Context: an optimization exercise on an open-source flow, tuned for small area, a short achievable clock period and few clock cycles. The choices shown serve that exercise and are no tape-out recipe.
The RTL was checked by simulation tests, not by an equivalence proof against the original design.
No activity file was given, so power comes from the tool's default toggle rates.

===== flow/design.v =====
module JAM (
	input CLK,
	input RST,
	output [2:0] W,
	output [2:0] J,
	input [6:0] Cost,
	output [3:0] MatchCount,
	output reg [9:0] MinCost,
	output reg Valid
);
localparam S_ITER = 2'd0, S_WALK = 2'd1, S_BM = 2'd2, S_DONE = 2'd3;
reg [1:0] st;
reg [2:0] ph;         
reg       first;      
reg [7:0] pend;       
reg [2:0] r;          
reg       dec;        
reg       vA, vB;     
reg [7:0] used;       
reg [7:0] mt;         
reg       wdone;      
reg [3:0] rdone;      
reg       ddone;      
reg [7:0] nv [0:7];   
reg [8:0] M  [0:7];   
reg [2:0] way[0:7];
reg [7:0] wroot;
reg [6:0] wc [0:7];   
reg [2:0] p  [0:7];   
reg [6:0] cm [0:7];   
reg [7:0] T  [0:7];   
reg [8:0] K;          
reg [8:0] D;          
reg [2:0] j0;         
reg [2:0] wj;         
reg [2:0] jA, rowA;
reg [8:0] KVA;
reg       lastA, startA;
reg [2:0] jB, rowB;
reg [8:0] xB;
reg [6:0] CB;
reg [7:0] UB;
reg [2:0] pB;
reg       mtB, lastB, startB;
reg [8:0] Dmin;
reg [2:0] j1;
reg [7:0] Ubest;
reg [2:0] pbest;
reg       mtbest;
reg [2:0] L;
reg [2:0] stk [0:6];
reg [7:0] um;
reg       res;
reg [3:0] cnt;
reg [3:0] kacc;
assign MatchCount = cnt;
function [2:0] lowest;
	input [7:0] m;
	begin
		casez (m)
			8'b???????1: lowest = 3'd0;
			8'b??????10: lowest = 3'd1;
			8'b?????100: lowest = 3'd2;
			8'b????1000: lowest = 3'd3;
			8'b???10000: lowest = 3'd4;
			8'b??100000: lowest = 3'd5;
			8'b?1000000: lowest = 3'd6;
			default:     lowest = 3'd7;
		endcase
	end
endfunction
function [7:0] qoh;
	input [2:0] x;
	integer i;
	begin
		for (i = 0; i < 8; i = i + 1) qoh[i] = (p[i] == x);
	end
endfunction
wire       dec_go   = dec & mtbest;               
wire [7:0] oh_j1    = 8'd1 << j1;
wire [7:0] pend_i   = dec_go ? ~(used | oh_j1) : pend;
wire       issue    = (st == S_ITER || st == S_BM) && (pend_i != 8'd0) && !(dec && !mtbest);
wire [2:0] jc       = lowest(pend_i);
wire [7:0] oh_jc    = 8'd1 << jc;
wire [8:0] Kc       = Dmin - {1'b0, Ubest};
wire [8:0] Ksel     = dec_go ? Kc : K;
wire       zinit    = (st == S_ITER) && first && (ph == 3'd0);
wire [6:0] nvj      = zinit ? 7'd0 : nv[jc][6:0];
wire [8:0] KV       = {2'b00, nvj} + Ksel;
wire [7:0] pend_n   = pend_i & ~oh_jc;
assign W = dec_go ? pbest : r;
assign J = jc;
wire [7:0] qA   = qoh(rowA);
reg  [2:0] uidx;
always @(*) begin
	uidx = jA;
	if (st != S_ITER) uidx = lowest(qA);
end
wire [7:0] UA = {1'b0, cm[uidx]} + {1'b0, nv[uidx][6:0]};
wire [8:0] Mj    = M[jB];
wire       lt_xM = xB < Mj;
wire       lt_xD = xB < Dmin;
wire       lt_MD = Mj < Dmin;
wire       less  = first | lt_xM;
wire       better = startB | (less ? lt_xD : lt_MD);
wire [8:0] newM  = less ? xB : Mj;
wire [7:0] rowL  = T[L];
wire [7:0] above = res ? ~((8'd2 << stk[L]) - 8'd1) : 8'hff;
wire [7:0] cand  = rowL & ~um & above;
wire [7:0] fr    = ~um;
wire [2:0] fa    = lowest(fr);
wire [7:0] frb   = fr & ~(8'd1 << fa);
wire [2:0] fb    = lowest(frb);
wire [7:0] T6    = T[6];
wire [7:0] T7    = T[7];
wire [1:0] leaves = {1'b0, T6[fa] & T7[fb]} + {1'b0, T6[fb] & T7[fa]};
wire       drun  = (st == S_BM) && !ddone && (rdone > {1'b0, L}) && (L != 3'd6 || rdone[3]);
always @(posedge CLK or posedge RST) begin
	if (RST) begin
		st <= S_ITER;
		ph <= 3'd0;
		first <= 1'b1;
		pend <= 8'hff;
		r <= 3'd0;
		dec <= 1'b0;
		vA <= 1'b0;
		vB <= 1'b0;
		used <= 8'd0;
		mt <= 8'd0;
		wdone <= 1'b0;
		rdone <= 4'd0;
		ddone <= 1'b0;
		K <= 9'd0;
		Valid <= 1'b0;
		L <= 3'd0;
		um <= 8'd0;
		res <= 1'b0;
		cnt <= 4'd0;
		kacc <= 4'd0;
	end else begin
		vA <= issue;
		if (issue) pend <= pend_n;
		vB <= vA;
		dec <= vB && lastB && (st == S_ITER);
		if (vB && st == S_BM && lastB) rdone <= rdone + 4'd1;
		if (dec) begin
			if (mtbest) begin
				used <= used | oh_j1;
				K <= Kc;
				r <= pbest;
				first <= 1'b0;
			end else begin
				st <= S_WALK;
				mt <= mt | oh_j1;
				wdone <= 1'b0;
			end
		end
		if (st == S_WALK) begin
			if (!wdone && wroot[wj]) wdone <= 1'b1;
			if (used != 8'd0) used <= used & ~(8'd1 << lowest(used));
			if (wdone && used == 8'd0) begin
				if (ph == 3'd7) begin
					st <= S_BM;
					r <= 3'd0;
					pend <= ~qoh(3'd0);
					K <= 9'd0;
					rdone <= 4'd0;
					kacc <= 4'd0;
					L <= 3'd0;
					um <= 8'd0;
					res <= 1'b0;
					cnt <= 4'd0;
					ddone <= 1'b0;
				end else begin
					st <= S_ITER;
					ph <= ph + 3'd1;
					r <= ph + 3'd1;
					first <= 1'b1;
					pend <= 8'hff;
					K <= 9'd0;
				end
			end
		end
		if (st == S_BM) begin
			if (issue && pend_n == 8'd0 && r != 3'd7) begin
				r <= r + 3'd1;
				pend <= ~qoh(r + 3'd1);
			end
			if (!kacc[3]) kacc <= kacc + 4'd1;
		end
		if (drun) begin
			if (L == 3'd6) begin
				cnt <= cnt + {2'b00, leaves};
				L <= 3'd5;
				um <= um & ~(8'd1 << stk[5]);
				res <= 1'b1;
			end else if (cand != 8'd0) begin
				um <= um | (8'd1 << lowest(cand));
				L <= L + 3'd1;
				res <= 1'b0;
			end else if (L == 3'd0) begin
				ddone <= 1'b1;
				Valid <= 1'b1;
			end else begin
				L <= L - 3'd1;
				um <= um & ~(8'd1 << stk[L - 3'd1]);
				res <= 1'b1;
			end
		end
		if (st == S_BM && ddone) st <= S_DONE;
	end
end
always @(posedge CLK) begin
	if (zinit && issue) nv[jc] <= 8'd0;
	jA <= jc;
	rowA <= W;
	KVA <= KV;
	lastA <= (pend_n == 8'd0);
	startA <= dec_go | (st == S_ITER && pend == 8'hff);
	jB <= jA;
	rowB <= rowA;
	xB <= {2'b00, Cost} + KVA;
	CB <= Cost;
	UB <= UA;
	pB <= p[jA];
	mtB <= mt[jA];
	lastB <= lastA;
	startB <= startA;
	if (vB && st == S_ITER) begin
		if (less) begin
			M[jB] <= xB;
			way[jB] <= j0;
			wroot[jB] <= first;
			wc[jB] <= CB;
		end
		if (better) begin
			Dmin <= newM;
			j1 <= jB;
			Ubest <= UB;
			pbest <= pB;
			mtbest <= mtB;
		end
	end
	if (vB && st == S_BM) T[rowB][jB] <= (xB == {1'b0, UB});
	if (dec) begin
		D <= Dmin;
		if (mtbest) begin
			nv[j1] <= nv[j1] - Dmin[7:0];
			j0 <= j1;
		end else begin
			wj <= j1;
		end
	end
	if (st == S_WALK) begin
		if (!wdone) begin
			p[wj] <= wroot[wj] ? ph : p[way[wj]];
			cm[wj] <= wc[wj];
			wj <= way[wj];
		end
		if (used != 8'd0) nv[lowest(used)] <= nv[lowest(used)] + D[7:0];
		if (wdone && used == 8'd0 && ph == 3'd7) begin
			T[0] <= qoh(3'd0);
			MinCost <= 10'd0;
		end
	end
	if (st == S_BM) begin
		if (issue && pend_n == 8'd0 && r != 3'd7) T[r + 3'd1] <= qoh(r + 3'd1);
		if (!kacc[3]) MinCost <= MinCost + {3'd0, cm[kacc[2:0]]};
	end
	if (drun && L != 3'd6 && cand != 8'd0) stk[L] <= lowest(cand);
end
endmodule

===== flow/constraint.sdc =====
create_clock -name core_clock -period 5.0 [get_ports {CLK}]
set_input_delay 1.0000 -clock core_clock [delete_from_list [all_inputs] [get_ports {CLK}]]
set_output_delay 1.0000 -clock core_clock [all_outputs]
set_load 0.01 [all_outputs]

===== flow/run.sh =====
#!/bin/bash
# synth_recipe.tcl (not shown) runs the flow's synth.tcl, then flattens the netlist and writes it again
# the make line also repeats each setting of config.mk as NAME=value (left out here)
make -C /OpenROAD-flow-scripts/flow DESIGN_CONFIG=/design/flow/config.mk WORK_HOME=/design/flow/orfs CLKGATE_MAP_FILE= SYNTH_SCRIPT=/design/flow/synth_recipe.tcl finish

===== flow/config.mk =====
export PLATFORM = sky130hd
export DESIGN_NAME = JAM
export DESIGN_NICKNAME = JAM
export VERILOG_FILES = /design/flow/design.v
export SDC_FILE = /design/flow/constraint.sdc
export NUM_CORES = 4
export LEC_CHECK = 0
export CAP_MARGIN = 20
export CORE_MARGIN = 2
export CORE_UTILIZATION = 40
export SLEW_MARGIN = 20

==> impl_metrics.toml <==
[sta]
max_freq_ghz = 0.216
slew_violations = 0
fin_crit_sh = 0.926
final.setup.worst_slack_ns = 0.372
setup_tns_ns = 0
rsz0062_at_grt = "no"
setup_viol = 0
finalHoldViolCount = 0
fin_crit_ns = 4.63
clock_skew_ns = 0.0384
relSlewSlack = 0.259
tightest_slew_ns = 1.11

[worst_hold_path]
hp-class = "reg2reg"
worstHoldEndpoint = "lastB$_DFF_P_"
hp-start = "lastA$_DFF_P_"
hold_depth = 0

[global_routing]
grt_max_degree = 57
grt_usage = 0.227
antenna_found_initial = 1
overflow = 0
grt_pass1_wl_mm = 134
grt_pass1_vias = 21391

[worst_setup_path]
r2r_slack_ns = 0.37
r2r_start = "mtbest$_DFFE_PP_"
worstPathMaxFanout = 16
crit_type = "reg2reg"
start_kind = "flip-flop"
slowest_delay_ns = 0.50
worstSetupEndpointType = "flip-flop"
critPathTopFamily = "compound AO/OA/AOI/OAI gates"
crit_buf_inv = 4
required_ns = 5.51
crit_path_cell_trace = "nand2_1, inv_1, buf_4, and4b_1, a2bb2o_1, a21o_1, inv_1, mux4_2, a22o_1, ha_1, fa_1, a21o_1, a21oi_1, o21bai_1, a21oi_1, inv_1, a21oi_1, nor2_1, xnor2_1"
cp-startpoint = "mtbest$_DFFE_PP_"
cp_data_arrival_time_ns = 5.14
slowest_stage = "edfxtp_1"
r2r_cells = 19
regToRegEndpoint = "KVA[8]$_DFF_P_"

[synthesis]
ys_seq_area_frac = 0.520
ys.flop_type = "edfxtp_1"
synth_fp_nets = 2585
syn_area_um2 = 30100
synthesis.instances = 2474
synth_cell_types = 86
syn_avg_cell_area_um2 = 12.2
ys_ff_latch = 556
synth-async-reset-ratio = 0.129
synth_edf_count = 415
synth_warnings = 1

[placement]
portBuffers = 29
gp_congestion = 0.933
post-place-ws_ns = 0.381
dp_hpwl_mm = 62.8

[cts]
cts_tree = "yes"
root_buffer = "clkbuf_16"
numCtsBuffers = 66
ctsHoldBuffers = 0
postCtsSetupRepairBufs = 0
cts_sinks = 556
insertion_delay_ns = 0.63
cts_resized = 0
htreeDepth = 3
cts_max_path_buffers = 3
clkSlewWorstSetupHoldPaths_ns = 0.06

[routing]
vias = 21121
drtAntennaViolNets = 0
detail_route.wl_per_cell_um = 24.7
wl_mm = 88.3
drt-initial-drc-count = 1731
dr.pass1.iters = 5
vias_per_cell = 5.90
drc_errors = 0

[floorplanning]
io_pins = 30
fp.dieH_um = 278
dieArea_um2 = 77600
rows = 100
die-width_um = 278
core_um2 = 74600
start_util = 0.404

[finish]
layout_commonest_cell = "edfxtp_1"
mostFrequentLayoutCells = "edfxtp_1, mux2i_1, o21ai_0"
final_nets = 2666
area_delta_synth_final_pct = 14.4
nFillCells = 6675
diodes = 0
drive_gt1_frac = 0.177

[run_status]
outcome = "complete, no violations"

[power]
powerDensity_nw_per_um2 = 294
p_leak_uw = 0.0122
peakVddDrop_uv = 233

[flow_run]
maxCapViolCount = 0
## metal layers
layer / vias up / GRT usage / part of all wire
met5: - / 0 / 0.00015
met3: 191 / 0.0322 / 0.058
met2: 747 / 0.378 / 0.48
li1: 9572 / - / -
met1: 10609 / 0.300 / 0.42
met4: 2 / 0.0921 / 0.041
## kinds of logic (layout without fill, tap and decap cells)
| kind of cell | count (synthesis) | count (layout) | synth area share |
|---|---|---|---|
| AO/OA/AOI/OAI | 543 | 543 | 0.114 |
| XOR/XNOR | 104 | 104 | 0.0302 |
| adder cells (fa/ha/maj) | 102 | 102 | 0.0443 |
| buffers and inverters | 225 | 360 | 0.0294 |
| flip-flops | 556 | 556 | 0.520 |
| multiplexers | 394 | 394 | 0.174 |
| AND/OR/NAND/NOR | 550 | 550 | 0.0884 |
## synthesized netlist by cell type, drive strengths merged (21+ instances only)
| master | n | area share |
|---|---|---|
| mux2 | 84 | 0.032 |
| edfxtp | 415 | 0.41 |
| xnor2 | 69 | 0.020 |
| a21o | 30 | 0.0075 |
| nor2 | 115 | 0.014 |
| clkbuf | 92 | 0.011 |
| nand2b | 30 | 0.0062 |
| o21ai | 204 | 0.034 |
| a31oi | 27 | 0.0056 |
| mux2i | 215 | 0.071 |
| inv | 90 | 0.011 |
| ha | 94 | 0.039 |
| o211ai | 21 | 0.0052 |
| nor3 | 34 | 0.0060 |
| dfrtp | 63 | 0.052 |
| dfxtp | 69 | 0.046 |
| nor2b | 33 | 0.0069 |
| buf | 43 | 0.0067 |
| a21oi | 95 | 0.016 |
| xor2 | 35 | 0.010 |
| nand2 | 193 | 0.024 |
| nand3 | 57 | 0.011 |
| mux4 | 95 | 0.071 |
## sequential cells by signal, summed over array words and instances, names as in the netlist, 9 cells and up, named ones only
| name | cells |
|---|---|
| M | 72 |
| T | 64 |
| cm | 56 |
| nv | 56 |
| wc | 56 |
| p | 24 |
| way | 24 |
| stk | 21 |
| MinCost | 10 |
| Dmin | 9 |
| KVA | 9 |
| K | 9 |
| xB | 9 |
## worst max-delay path by stage
stage                                end  slack, ns  cells after the start
after global placement    KVA[8]$_DFF_P_       0.37                     19
after CTS                 KVA[8]$_DFF_P_       0.39                     19
after global routing      KVA[8]$_DFF_P_       0.03                     19
final                     KVA[8]$_DFF_P_       0.37                     19
after detailed placement  KVA[8]$_DFF_P_       0.38                     19
after floorplan           KVA[8]$_DFF_P_       0.10                     22
## report_power, final
group          internal, uW  switching (uW)  total (uW)  leakage [uW]
registers              4940            34.5        4970       0.00479
clock network          2990            2090        5070       0.00113
logic                  31.8            44.1        75.9       0.00632
## worst register-to-register path, stage by stage (launching register included)
cell,delay (ns)
edfxtp_1,0.50
nand2_1,0.26
inv_1,0.13
buf_4,0.26
and4b_1,0.25
a2bb2o_1,0.30
a21o_1,0.21
inv_1,0.13
mux4_2,0.31
a22o_1,0.30
ha_1,0.24
fa_1,0.46
a21o_1,0.20
a21oi_1,0.24
o21bai_1,0.09
a21oi_1,0.22
inv_1,0.06
a21oi_1,0.15
nor2_1,0.07
xnor2_1,0.13
## final cells by class
type / count / area (um2) / area share
clock buffer: 80 / 1800 / 0.0523
clock inverter: 42 / 495 / 0.0144
inverter: 90 / 339 / 0.00984
multi-input combinational: 1693 / 13700 / 0.397
sequential: 556 / 15700 / 0.454
tap: 969 / 1210 / 0.0352
timing repair buffer: 148 / 1260 / 0.0366
## stage by stage
step                      total power [uW]  hold slack (ns)  cell area [um2]  cells  utilization
after floorplan                       5100            0.310            30100   2474            -
after global placement                5140            0.317            32200   3456        0.431
after detailed placement              5150            0.312            32200   3456        0.431
after CTS                            10200            0.326            34500   3578        0.462
after global routing                 10400            0.348            34500   3578        0.462
final                                10100            0.326            34500   3578        0.462
Testbench counts, summed over its fixed seeds: cycles 4,373.

## static timing again, ports no longer ideal
Ports are ideal in the flow. The routed layout listed here was re-timed in OpenROAD.
Step 1 sets driving cells, clkbuf_16 on the clock port and buf_2 on the other inputs (assumed; they add their load-dependent delay and slew).
Step 2, shift: input delay + t, output delay - t, t = (earliest + latest rising clock arrival at the registers) / 2. This alone moves slack from input paths to output paths.
a / b / c = ideal ports / drivers / drivers and shift; a / b = the first two.
t (ns): 0.677
slack for setup (ns): 0.372 / 0.372 / 0.372
worst setup path at the end: register to register
clock arrival spread, ns: 0.040 / 0.040
pins driven straight from the clock port: 1
After both steps setup and hold are still met in this run. For this run, drivers alone change the setup slack by 0.000 ns; drivers and shift together by 0.000 ns.
